From an optimization exercise on the open Yosys and OpenROAD flow, aimed at small area and a short achievable clock period; shortcuts taken in it are not production practice. At most, simulation tests tie the RTL to the original design; equivalence was not proved. Power and IR drop assume default switching activity.

## job 354
Design cpu, start of the top module:
module cpu(
    input  wire        clk,
    input  wire        reset,
    output wire [31:0] mem_addr,
    output wire        mem_wr,
    output wire [31:0] mem_wdata,
    input  wire [31:0] mem_rdata,
    output wire        reg_we,
    output wire [4:0]  reg_waddr,
    output wire [31:0] reg_wdata
);
Size: ~5200 cells after synthesis, about 140 I/O pins, roughly 67000 um^2 of cells after synthesis.
export LEC_CHECK = 0
export CAP_MARGIN = 35
export CORE_MARGIN = 2
export CORE_UTILIZATION = 40
export CTS_CLUSTER_DIAMETER = 100
export CTS_CLUSTER_SIZE = 25
export SLEW_MARGIN = 35
export BUFFER_PORTS_ARGS = -buffer_cell sky130_fd_sc_hd__buf_2
export SETUP_SLACK_MARGIN = 59.5
create_clock -name core_clock -period 76.0 [get_ports {clk}]
standard.sh (not shown) runs the stock make flow with config.mk's settings and CLKGATE_MAP_FILE= SYNTH_SCRIPT=/design/flow/synth_recipe.tcl, a recipe that flattens the netlist after the stock synthesis.
==> flow/flow/run.sh <==
#!/bin/bash
# Layout flow: the standard layout (standard.sh: unchanged synthesis,
# floorplan, power grid, placement, CTS and routing), plus:
#  - after the standard synthesis, the combinational logic is re-mapped by ABC
#    for area (remap.ys, remap.abc). Flip-flops, adder cells and tie cells keep
#    their cells and names; the step checks that the flip-flops are the same
#    and, if anything fails, the standard netlist is used as it is.
#  - the port buffers that placement inserts on every input and output are
#    plain buffers (buf_2);
#  - the resizer's setup margin asks repair_timing to keep working on paths
#    until they would meet a shorter period (the SDC and clock are unchanged).
# Each tool writes its output to a log of its own in this folder (and ORFS to
# its logs in orfs/logs).
set -euo pipefail
MARGIN=59.5
{
  echo 'export BUFFER_PORTS_ARGS = -buffer_cell sky130_fd_sc_hd__buf_2'
  echo "export SETUP_SLACK_MARGIN = ${MARGIN}"
} >> config.mk
bash standard.sh synth > standard_synth.log 2>&1

RES=orfs/results/${FLOW_PLATFORM}/cpu/base
LIB=${FLOW_HOME}/platforms/${FLOW_PLATFORM}/lib/sky130_fd_sc_hd__tt_025C_1v80.lib
remap() {
  : > remap_keep.txt
  sed -e "s#@LIB@#$LIB#g; s#@NET@#$RES/1_2_yosys.v#; s#@TOP@#${FLOW_TOP}#g; s#@KEEP@#remap_keep.txt#g; s#@ABC@#flow/remap.abc#; s#@OUT@#remap_out.v#" \
    flow/remap.ys > remap_run.ys || return 1
  yosys -l remap_yosys.log -s remap_run.ys > /dev/null 2>&1 || return 1
  [ -s remap_out.v ] && grep -q "^module ${FLOW_TOP}(" remap_out.v || return 1
  # the same flip-flops, by name and cell, as the standard netlist
  grep -oE "sky130_fd_sc_hd__e?df[a-z0-9_]* [^ ]+" "$RES/1_2_yosys.v" | sort > remap_ff_std.txt
  grep -oE "sky130_fd_sc_hd__e?df[a-z0-9_]* [^ ]+" remap_out.v | sort > remap_ff_new.txt
  cmp -s remap_ff_std.txt remap_ff_new.txt || return 1
  cp "$RES/1_2_yosys.v" standard_1_2_yosys.v
  cp remap_out.v "$RES/1_2_yosys.v"
  rm -f "$RES/1_synth.odb" "$RES/1_synth.sdc"
}
if remap; then echo "remap: used" > remap_status.txt; else echo "remap: not used" > remap_status.txt; fi
bash standard.sh > standard_layout.log 2>&1
Other scripts of this flow, unchanged in this note and not shown: flow/flow/remap.abc, flow/flow/remap.ys
Job 354: done, clean on timing, DRC and antenna
The inputs of job 3592 differ from those of job 354 as listed below.
--- a/flow/design.v
+++ b/flow/design.v
@@ -1,39 +1,34 @@
 module Banco_reg(
     input  wire        Clk,
-    input  wire        Reset,
+    input  wire        Clear,
     input  wire        RegWrite,
     input  wire [4:0]  ReadRegNext,    
     input  wire [4:0]  WriteReg,
     input  wire [31:0] WriteData,
     output wire [31:0] ReadData
 );
     wire [1023:0] q;
-    reg  [31:0]   valid;
     reg  [31:0]   sel;
-    wire [31:0]   wsel = RegWrite ? (32'd1 << WriteReg) : 32'd0;
-    wire [31:0]   valid_nx = valid | wsel;
+    wire [31:0]   wsel = (RegWrite ? (32'd1 << WriteReg) : 32'd0) | {32{Clear}};
+    wire [31:0]   wd   = Clear ? 32'd0 : WriteData;
     genvar i;
     generate
         for (i = 0; i < 32; i = i + 1) begin : g_r
             reg [31:0] r;
             always @(posedge Clk)
-                if (wsel[i]) r <= WriteData;
+                if (wsel[i]) r <= wd;
             assign q[32*i +: 32] = r;
         end
     endgenerate
-    always @(posedge Clk or posedge Reset) begin
-        if (Reset) valid <= 32'd0;
-        else valid <= valid_nx;
-    end
-    always @(posedge Clk) sel <= (32'd1 << ReadRegNext) & valid_nx;
+    always @(posedge Clk) sel <= 32'd1 << ReadRegNext;
     reg [31:0] acc;
     integer j;
     always @(*) begin
         acc = 32'd0;
         for (j = 0; j < 32; j = j + 1) acc = acc | ({32{sel[j]}} & q[32*j +: 32]);
     end
     assign ReadData = acc;
 endmodule
 module UC(
     input  wire clk,
     input  wire reset_q,
@@ -444,23 +439,23 @@
         .bzero(B == 32'd0), .overflow(overflow), .st_decode2(st_decode2), .nx_decode2(nx_decode2),
         .c_a_ld(c_a_ld), .c_a_clr(c_a_clr), .c_b_clr(c_b_clr),
         .c_pcw(c_pcw), .c_pcs(c_pcs), .c_irw(c_irw),
         .c_sa(c_sa), .c_sb(c_sb), .c_op(c_op), .c_aow(c_aow), .c_epcw(c_epcw), .c_bop(c_bop), .c_br(c_br),
         .n_iord(n_iord), .n_ea(n_ea), .n_m2r(n_m2r), .n_rdst(n_rdst), .n_rw(n_rw), .n_mw(n_mw)
     );
     reg  [4:0]  waddr_nx;            
     reg  [31:0] wdata_nx;            
     wire [31:0] rd;
     wire [31:0] ir_nx = c_irw ? mem_rdata : IR;
     Banco_reg BANCO_REG_(
-        .Clk(clk), .Reset(reset), .RegWrite(n_rw),
+        .Clk(clk), .Clear(reset_q), .RegWrite(n_rw),
         .ReadRegNext(nx_decode2 ? ir_nx[20:16] : ir_nx[25:21]),
         .WriteReg(waddr_nx), .WriteData(wdata_nx), .ReadData(rd)
     );
     wire [31:0] ain = c_sa ? A : PC;
     reg  [31:0] bin;
     always @(*) begin
         case (c_sb)
             3'd0: bin = B;
             3'd1: bin = 32'd4;
             3'd2: bin = 32'd0;
             3'd3: bin = {{16{imm[15]}}, imm};
--- outcome ---
- Job 3592 consumes more power than job 354 does.
- Comparing job 354 against job 3592, there is no change at all in number of max-cap violations.
- On job 3592: post-place setup slack is 1630 ps lower than what job 354 gave.
- Against job 354, post-layout instance area in job 3592 fell slightly.
- Job 354 and job 3592 all finish clean.
- Any difference in synthesized area divided by synthesized cell count between job 354 and job 3592 is small enough to ignore.
- Job 3592 -> job 354: number of global-route vias before repair flat
- Between job 354 and job 3592, the difference in global-route wire length before repair is negligible.
- Relative to job 354, the final sequential cell count of job 3592 is lower by 2.2%.
Function not checked in job 3592: the RTL went through the layout flow alone.

---

cpu, a different RTL version from the one above (not shown whole).
## cpu
module cpu(
    input  wire        clk,
    input  wire        reset,
    output wire [31:0] mem_addr,
    output wire        mem_wr,
    output wire [31:0] mem_wdata,
    input  wire [31:0] mem_rdata,
    output wire        reg_we,
    output wire [4:0]  reg_waddr,
    output wire [31:0] reg_wdata
);
export LEC_CHECK = 0
export CAP_MARGIN = 35
export CORE_MARGIN = 2
export CORE_UTILIZATION = 40
export CTS_CLUSTER_DIAMETER = 100
export CTS_CLUSTER_SIZE = 25
export SLEW_MARGIN = 35
export BUFFER_PORTS_ARGS = -buffer_cell sky130_fd_sc_hd__buf_2
export SETUP_SLACK_MARGIN = 59.5
create_clock -name core_clock -period 76.0 [get_ports {clk}]
==> flow/flow/remap.abc <==
&get -n
&st
&syn2
&dch -f
&nf
&st
&syn2
&dch -f
&nf
&st
&dch -f
&nf
&put
topo
stime -c
buffer -c
upsize -c
dnsize -c
==> flow/flow/remap.ys <==
# Re-map the combinational logic of the standard synthesis, except the cells
# listed in @KEEP@ (none in this flow). Flip-flops, adder cells and tie cells
# are kept as they are, with their names.
read_liberty -ignore_miss_func @LIB@
read_verilog @NET@
hierarchy -top @TOP@
setattr -mod -set keep_hierarchy 1 sky130_fd_sc_hd__df* sky130_fd_sc_hd__edf* sky130_fd_sc_hd__fa_* sky130_fd_sc_hd__ha_* sky130_fd_sc_hd__conb_*
select -read @KEEP@
setattr -set keep_hierarchy 1
select -clear
flatten
opt_clean -purge
stat -liberty @LIB@
abc -liberty @LIB@ -script @ABC@ -dont_use sky130_fd_sc_hd__probe_p_8 -dont_use sky130_fd_sc_hd__probec_p_8 -dont_use sky130_fd_sc_hd__lpflow_*
opt_clean -purge
hilomap -singleton -hicell sky130_fd_sc_hd__conb_1 HI -locell sky130_fd_sc_hd__conb_1 LO
splitnets
opt_clean -purge
insbuf -buf sky130_fd_sc_hd__buf_4 A X
opt_clean
stat -liberty @LIB@
select @TOP@
write_verilog -noattr -nohex -nodec -selected @OUT@
Scripts as last shown in full above: flow/flow/run.sh
Next try:
--- a/flow/design.v
+++ b/flow/design.v
@@ -1,34 +1,29 @@
 module Banco_reg(
     input  wire        Clk,
-    input  wire        Reset,
+    input  wire        Clear,
     input  wire        RegWrite,
     input  wire [4:0]  ReadRegNext,    
     input  wire [4:0]  WriteReg,
     input  wire [31:0] WriteData,
     output wire [31:0] ReadData
 );
     wire [1023:0] q;
-    reg  [31:0]   valid;
     reg  [31:0]   sel;
-    wire [31:0]   wsel = RegWrite ? (32'd1 << WriteReg) : 32'd0;
-    wire [31:0]   valid_nx = valid | wsel;
+    wire [31:0]   wsel = (RegWrite ? (32'd1 << WriteReg) : 32'd0) | {32{Clear}};
+    wire [31:0]   wd   = Clear ? 32'd0 : WriteData;
     genvar i;
     generate
         for (i = 0; i < 32; i = i + 1) begin : g_r
             reg [31:0] r;
             always @(posedge Clk)
-                if (wsel[i]) r <= WriteData;
+                if (wsel[i]) r <= wd;
             assign q[32*i +: 32] = r;
         end
     endgenerate
-    always @(posedge Clk or posedge Reset) begin
-        if (Reset) valid <= 32'd0;
-        else valid <= valid_nx;
-    end
-    always @(posedge Clk) sel <= (32'd1 << ReadRegNext) & valid_nx;
+    always @(posedge Clk) sel <= 32'd1 << ReadRegNext;
     reg [31:0] acc;
     integer j;
     always @(*) begin
         acc = 32'd0;
         for (j = 0; j < 32; j = j + 1) acc = acc | ({32{sel[j]}} & q[32*j +: 32]);
     end
@@ -442,13 +437,13 @@
     );
     reg  [4:0]  waddr_nx;            
     reg  [31:0] wdata_nx;            
     wire [31:0] rd;
     wire [31:0] ir_nx = c_irw ? mem_rdata : IR;
     Banco_reg BANCO_REG_(
-        .Clk(clk), .Reset(reset), .RegWrite(n_rw),
+        .Clk(clk), .Clear(reset_q), .RegWrite(n_rw),
         .ReadRegNext(nx_decode2 ? ir_nx[20:16] : ir_nx[25:21]),
         .WriteReg(waddr_nx), .WriteData(wdata_nx), .ReadData(rd)
     );
     wire [31:0] ain = c_sa ? A : PC;
     reg  [31:0] bin;
     always @(*) begin
Outcome: The new run passed the timing, DRC and antenna checks. Design area goes down by 0.62%. Sequential cell count goes down by 32. Non-clock buffer count goes up by 3. Worst hold slack improved by 3.6 ps. Via count goes up by 0.37%. Wire length goes down by 0.43%. Combinational power goes up by 53%. Power goes up by 25%.
No functional check of the RTL was part of any run of this note.

[afterwards: timing with drivers on the ports]
The results above use ideal ports. As a check the final layouts listed here were re-extracted and re-timed, cells and wires unchanged. Step 1 assumes that a clkbuf_16 drives the clock port and a buf_2 every other input. Step 2, shift: input delay + t, output delay - t, t = (earliest + latest rising clock arrival at the registers) / 2. This alone moves slack from input paths to output paths. Slacks: no drivers / after step 1 / after step 2; pairs: no drivers / after step 1.
run | t, ns | setup slack, ns | worst setup path after step 2 | slew at the worst register clock pin (ns)
job 354 | 0.810 | 59.550 / 59.476 / 59.346 | input to register | 0.12 / 0.12
job 3592 | 0.815 | 59.543 / 59.458 / 59.373 | input to register | 0.12 / 0.12
the first run of note 2 | 0.827 | 59.456 / 59.369 / 59.121 | input to register | 0.12 / 0.12
the second run of note 2 | 0.819 | 59.564 / 59.482 / 59.494 | input to register | 0.11 / 0.11
After both steps every run listed still meets setup and hold. For the first run of note 2, which loses most, drivers alone change the setup slack by -0.087 ns; drivers and shift together by -0.335 ns.
